What follows belongs to an exercise in optimizing a design on an open flow for small area, a short achievable clock period and few clock cycles; a production flow would make more cautious choices. In this exercise RTL edits were held to simulation tests only and were not proved equivalent to the original.

==> inputs of sierra <==
## US_CSC
module US_CSC (
   input  logic            Clock,
   input  logic            Resetn,
   output logic            SRAM_we_n,
   output logic   [17:0]   SRAM_address,
   input  logic   [15:0]   SRAM_read_data,
   output logic   [15:0]   SRAM_write_data,
   input  logic            US_CSC_enable,
   output logic            US_CSC_complete
);
localparam logic [17:0] U_BASE = 18'd38402, V_BASE = 18'd57602, RGB_BASE = 18'd146944;
localparam logic [15:0] LAST_FR = 16'd19199;
logic        run;           
logic [3:0]  ph;            
logic [15:0] fr;            
logic [6:0]  col;           
logic [17:0] waddr;         
logic [7:0]  sr [0:12];
logic [7:0]  ys;            
logic [7:0]  yp, up;        
logic [9:0]  vp;            
logic [7:0]  vpc;           
logic [9:0]  up3;           
logic [7:0]  usel;
logic [9:0]  ufr;           
logic [9:0]  usel10;
logic [7:0]  bufb, bufg;    
logic [10:0] rreg, greg, breg;   
logic [7:0]  rcl, gcl, bcl;      
logic        osel1, osel2;       
logic [8:0]  sA, sB, sC;    
logic e0, o0, e79, o78, o79;
logic [7:0] ta, tb, tc, td, te, tf;
logic na, nb, nd, ne, nf;
assign na = ~(e0 | o0);
assign nb = ~e0;
assign nd = ~o79;
assign ne = ~(e79 | o79);
assign nf = ~(e79 | o78 | o79);
always_comb begin
   for (int k = 0; k < 8; k++) begin
      ta[k] = (na & sr[0][k]) | (e0 & sr[4][k]) | (o0 & sr[2][k]);
      tb[k] = (nb & sr[2][k]) | (e0 & sr[4][k]);
      tc[k] = sr[4][k];
      td[k] = (nd & sr[6][k]) | (o79 & sr[4][k]);
  ...
clock: 13.5 ns
lec_check: 0
cap_margin: 20
core_margin: 2
core_utilization: 40
slew_margin: 20
standard.sh (not shown) runs the stock make flow with config.mk's settings and CLKGATE_MAP_FILE= SYNTH_SCRIPT=/design/flow/synth_recipe.tcl, a recipe that flattens the netlist after the stock synthesis.
==> flow/flow/run.sh <==
#!/bin/bash
# The standard ORFS layout (standard.sh: standard synthesis, the design's clock
# period and constraints), with these changes to how the layout is made:
#  - repair_timing keeps 9 ns of setup slack as margin, so it also shortens paths
#    that already meet the 13.5 ns clock (upsizing, buffering, pin swaps);
#  - 60% core utilization;
#  - clock tree from clkbuf_16 cells with sink clusters of at most 24 sinks / 60 um.
# make's output goes to standard_run.log; ORFS keeps each step's log under orfs/logs/.
bash standard.sh SETUP_SLACK_MARGIN=9 CORE_UTILIZATION=60 \
  CTS_BUF_LIST=sky130_fd_sc_hd__clkbuf_16 CTS_CLUSTER_SIZE=24 CTS_CLUSTER_DIAMETER=60 \
  finish > standard_run.log 2>&1
==> inputs of pepper, as changes to sierra <==
==> flow/flow/run.sh (replaced) <==
#!/bin/bash
# Standard ORFS layout at the design's clock period and constraints; repair_timing
# is asked to keep extra setup slack so it works on the longest paths.
bash standard.sh SETUP_SLACK_MARGIN=9 CORE_UTILIZATION=60 CTS_BUF_LIST=sky130_fd_sc_hd__clkbuf_16 CTS_CLUSTER_SIZE=24 CTS_CLUSTER_DIAMETER=60 finish > standard_run.log 2>&1
==> comparison table <==
| metric | sierra | pepper |
|---|---|---|
| Status | finished clean | finished clean |
| Library cell with the highest instance count after synthesis | sky130_fd_sc_hd__inv_1 | sky130_fd_sc_hd__inv_1 |
| Number of cell instances on the worst register-to-register path | 19 | 19 |
| Vias in the first global route | 14500 | 14500 |
| First DRT Iteration DRCs | 914 | 914 |
| Reg area | 7470 µm² | 7470 µm² |
| Routing usage on met1 | 0.384 | 0.384 |
| Number of inverters outside the clock class in the layout | 375 | 375 |
| Compound-cell area share of the yosys netlist | 0.0996 | 0.0996 |
| Worst Setup SP | sA[6] | sA[6] |
| Worst setup skew after layout | 0.0274 ns | 0.0274 ns |
| Cts repair resizes | 77 | 77 |
| Share of layout cells above drive strength 1 | 0.137 | 0.137 |
| Number of flops mapped to enable cells by yosys | 104 | 104 |
| Met2 global-route usage | 0.443 | 0.443 |
| Per-cell via count in the routed design | 5.51 | 5.51 |
| Cell Count Post-Placement | 2497 | 2497 |
| Fraction of post-synthesis cell area in the top cell type by area | 0.185 | 0.185 |
| Min Clock Period, post-route | 4.60 ns | 4.60 ns |
| Worst rel slew slack | 0.322 | 0.322 |
| Flip-flop count of the largest register after layout | 104 | 104 |
| Final core occ | 0.690 | 0.690 |
| Highest clock rate | 217 MHz | 217 MHz |
Testbench counts of sierra, summed over its fixed seeds: cycles 1,536,168.
Testbench counts of pepper, summed over its fixed seeds: cycles 1,536,168.

* * *

==> inputs of run M <==
US_CSC, a different RTL version from the one above (not shown whole).
Settings: LEC_CHECK=0, CAP_MARGIN=20, CORE_MARGIN=2, CORE_UTILIZATION=40, SLEW_MARGIN=20; clock period 13.5 ns.
==> flow/flow/run.sh <==
#!/bin/bash
# The standard ORFS layout (standard.sh: standard synthesis, the design's clock
# period and constraints), with these changes to how the layout is made:
#  - every input and output port still gets a buffer, but a plain buf_2 instead of
#    the clkdlybuf4s50_1 delay cell that buffer_ports picks by default;
#  - repair_timing keeps 9.2 ns of setup slack as margin, so it also shortens paths
#    that already meet the 13.5 ns clock (upsizing, buffering, pin swaps);
#  - 65% core utilization;
#  - clock tree from clkbuf_16 cells with sink clusters of at most 24 sinks / 60 um.
# make's output goes to standard_run.log; ORFS keeps each step's log under orfs/logs/.
bash standard.sh SETUP_SLACK_MARGIN=9.2 CORE_UTILIZATION=65 \
  "BUFFER_PORTS_ARGS=-buffer_cell sky130_fd_sc_hd__buf_2" \
  CTS_BUF_LIST=sky130_fd_sc_hd__clkbuf_16 CTS_CLUSTER_SIZE=24 CTS_CLUSTER_DIAMETER=60 \
  finish > standard_run.log 2>&1
==> inputs of run R, as changes to run M <==
--- a/flow/design.v
+++ b/flow/design.v
@@ -50,17 +50,17 @@
       tf[k] = (nf & sr[10][k]) | (e79 & sr[6][k]) | (o78 & sr[8][k]) | (o79 & sr[4][k]);
    end
 end
 assign usel10 = (ph == 4'd3 || ph == 4'd6) ? ufr : {2'b00, sr[3]};
 assign usel = usel10[9] ? 8'd0 : (usel10[8] ? 8'hff : usel10[7:0]);
 assign rcl = rreg[10] ? 8'd0 : (rreg[9:8] != 2'd0 ? 8'hff : rreg[7:0]);
 assign gcl = greg[10] ? 8'd0 : (greg[9:8] != 2'd0 ? 8'hff : greg[7:0]);
 assign bcl = breg[10] ? 8'd0 : (breg[9:8] != 2'd0 ? 8'hff : breg[7:0]);
-assign vpc = (vp[7:0] & {8{vp[8]}}) | {8{vp[9]}};
+assign vpc = vp[9] ? 8'd0 : (vp[8] ? 8'hff : vp[7:0]);
 assign SRAM_write_data = osel1 ? {bufb, rcl} : (osel2 ? {bufg, bufb} : {rcl, gcl});
 wire dd_w1 = ta[1] ^ tf[1];
 wire dd_w2 = ta[1] & tf[1];
 wire dd_w3 = ta[2] ^ tf[2];
 wire dd_w4 = ta[2] & tf[2];
 wire dd_w5 = ta[3] ^ tf[3];
 wire dd_w6 = ta[3] & tf[3];
 wire dd_w7 = ta[4] ^ tf[4];
@@ -1505,18 +1505,18 @@
    fD <= dd_o;
    fE <= de_o;
    fC <= {1'b0, tc} + {1'b0, td};
    ufr <= fo10;
    if (ph == 4'd2 || ph == 4'd5) yp <= SRAM_read_data[15:8];
    else                          yp <= ys;
    up <= usel;
    up3 <= {2'b00, usel} + {1'b0, usel, 1'b0};
-   if (ph == 4'd3 || ph == 4'd6) vp <= {~fo10[9] & fo10[8], ~fo10[9] & ~fo10[8], fo10[7:0]};
-   else                          vp <= {2'b01, sr[4]};
+   if (ph == 4'd3 || ph == 4'd6) vp <= fo10;
+   else                          vp <= {2'b00, sr[4]};
    ys <= SRAM_read_data[7:0];    
    if (ph == 4'd1 || ph == 4'd2 || ph == 4'd4 || ph == 4'd5) begin
       for (i = 0; i < 12; i = i + 1) sr[i] <= sr[i+1];
    end
    if (ph == 4'd3 || ph == 4'd4) begin
       sr[10] <= SRAM_read_data[15:8];
       sr[12] <= SRAM_read_data[7:0];
    end
==> flow/flow/run.sh (replaced) <==
#!/bin/bash
# Standard ORFS layout at the design's clock period and constraints; repair_timing
# is asked to keep extra setup slack so it works on the longest paths.
bash standard.sh SETUP_SLACK_MARGIN=9 CORE_UTILIZATION=60 CTS_BUF_LIST=sky130_fd_sc_hd__clkbuf_16 CTS_CLUSTER_SIZE=24 CTS_CLUSTER_DIAMETER=60 finish > standard_run.log 2>&1
==> inputs of run K, as changes to run M <==
==> flow/flow/run.sh (replaced) <==
#!/bin/bash
# The standard ORFS layout (standard.sh: standard synthesis, the design's clock
# period and constraints), with these changes to how the layout is made:
#  - every input and output port still gets a buffer, but a plain buf_2 instead of
#    the clkdlybuf4s50_1 delay cell that buffer_ports picks by default;
#  - repair_timing keeps 9 ns of setup slack as margin, so it also shortens paths
#    that already meet the 13.5 ns clock (upsizing, buffering, pin swaps);
#  - 60% core utilization;
#  - clock tree from clkbuf_16 cells with sink clusters of at most 24 sinks / 60 um.
# make's output goes to standard_run.log; ORFS keeps each step's log under orfs/logs/.
bash standard.sh SETUP_SLACK_MARGIN=9 CORE_UTILIZATION=60 \
  "BUFFER_PORTS_ARGS=-buffer_cell sky130_fd_sc_hd__buf_2" \
  CTS_BUF_LIST=sky130_fd_sc_hd__clkbuf_16 CTS_CLUSTER_SIZE=24 CTS_CLUSTER_DIAMETER=60 \
  finish > standard_run.log 2>&1
==> qor summary <==
	run M	run K	run R
Status	timing/DRC/antenna clean	timing/DRC/antenna clean	timing/DRC/antenna clean
R2r setup slk	9.10 ns	9.09 ns	9.00 ns
Placer Congestion	0.9343	0.9928	0.9387
Total of cells resized after clock tree synthesis	107	55	71
Sequential cell area fraction in the yosys report	34.94%	34.94%	34.89%
Worst R2R Path Depth	15	16	16
Area fraction in and, or, nand and nor cells after synthesis	7.697%	7.697%	8.385%
Top layer used by detailed routing	met5	met4	met4
Met3 routed WL	3856 µm	3036 µm	2996 µm
Die width	185.0 µm	192.4 µm	192.5 µm
Clock Network Area Fraction	3.379%	3.552%	3.576%
CP startpoint	fD[4]$_DFF_P_	vp[8]$_SDFF_PP1_	greg[8]$_DFF_P_
Number of cells on the critical path	15	16	6
Clock buffer instance count of the final layout	24	24	26
XOR/XNOR Fraction of Synth Area	4.031%	4.031%	3.984%
Met1 usage	42.61%	39.80%	41.67%
Peak-usage layer in the global routing report	met2	met2	met1
Fin crit period	4.395 ns	4.410 ns	4.549 ns
Vias per Instance	5.514	5.419	5.435
Kind of critical path	reg -> reg	reg -> reg	reg -> out
Layout cells sized above 1	19.88%	14.42%	12.83%
Multiplexer share of the synthesized area	2.068%	2.068%	2.065%
Worst Hold Launch	sr[5][7]$_DFFE_PP_	sr[12][6]$_DFFE_PN_	sr[12][6]$_DFFE_PN_
Post-detail-place hpwl	37500 µm	37750 µm	37720 µm
Testbench counts of run M, summed over its fixed seeds: cycles 1,536,168.
Testbench counts of run R, summed over its fixed seeds: cycles 1,536,168.
Testbench counts of run K, summed over its fixed seeds: cycles 1,536,168.

-- static timing again, ports no longer ideal --
Ports are ideal in the flow. The routed layouts listed here were re-timed in OpenROAD.
Step 1 assumes that a clkbuf_16 drives the clock port and a buf_2 every other input.
Step 2, shift: input delay + t, output delay - t, t = (earliest + latest rising clock arrival at the registers) / 2. This alone moves slack from input paths to output paths.
Slacks: no drivers / after step 1 / after step 2; pairs: no drivers / after step 1.
run	t (ns)	slack for setup (ns)	slew at the worst register clock pin (ns)	worst data-port slew with drivers (ns)
sierra	0.629	8.897 / 8.897 / 8.897	0.09 / 0.09	0.04
pepper	0.629	8.897 / 8.897 / 8.897	0.09 / 0.09	0.04
run M	0.612	9.105 / 9.105 / 9.105	0.09 / 0.09	0.05
run R	0.598	8.951 / 8.896 / 9.003	0.09 / 0.09	0.04
run K	0.605	9.090 / 9.040 / 9.090	0.09 / 0.09	0.03
After both steps setup and hold are still met in every run listed.
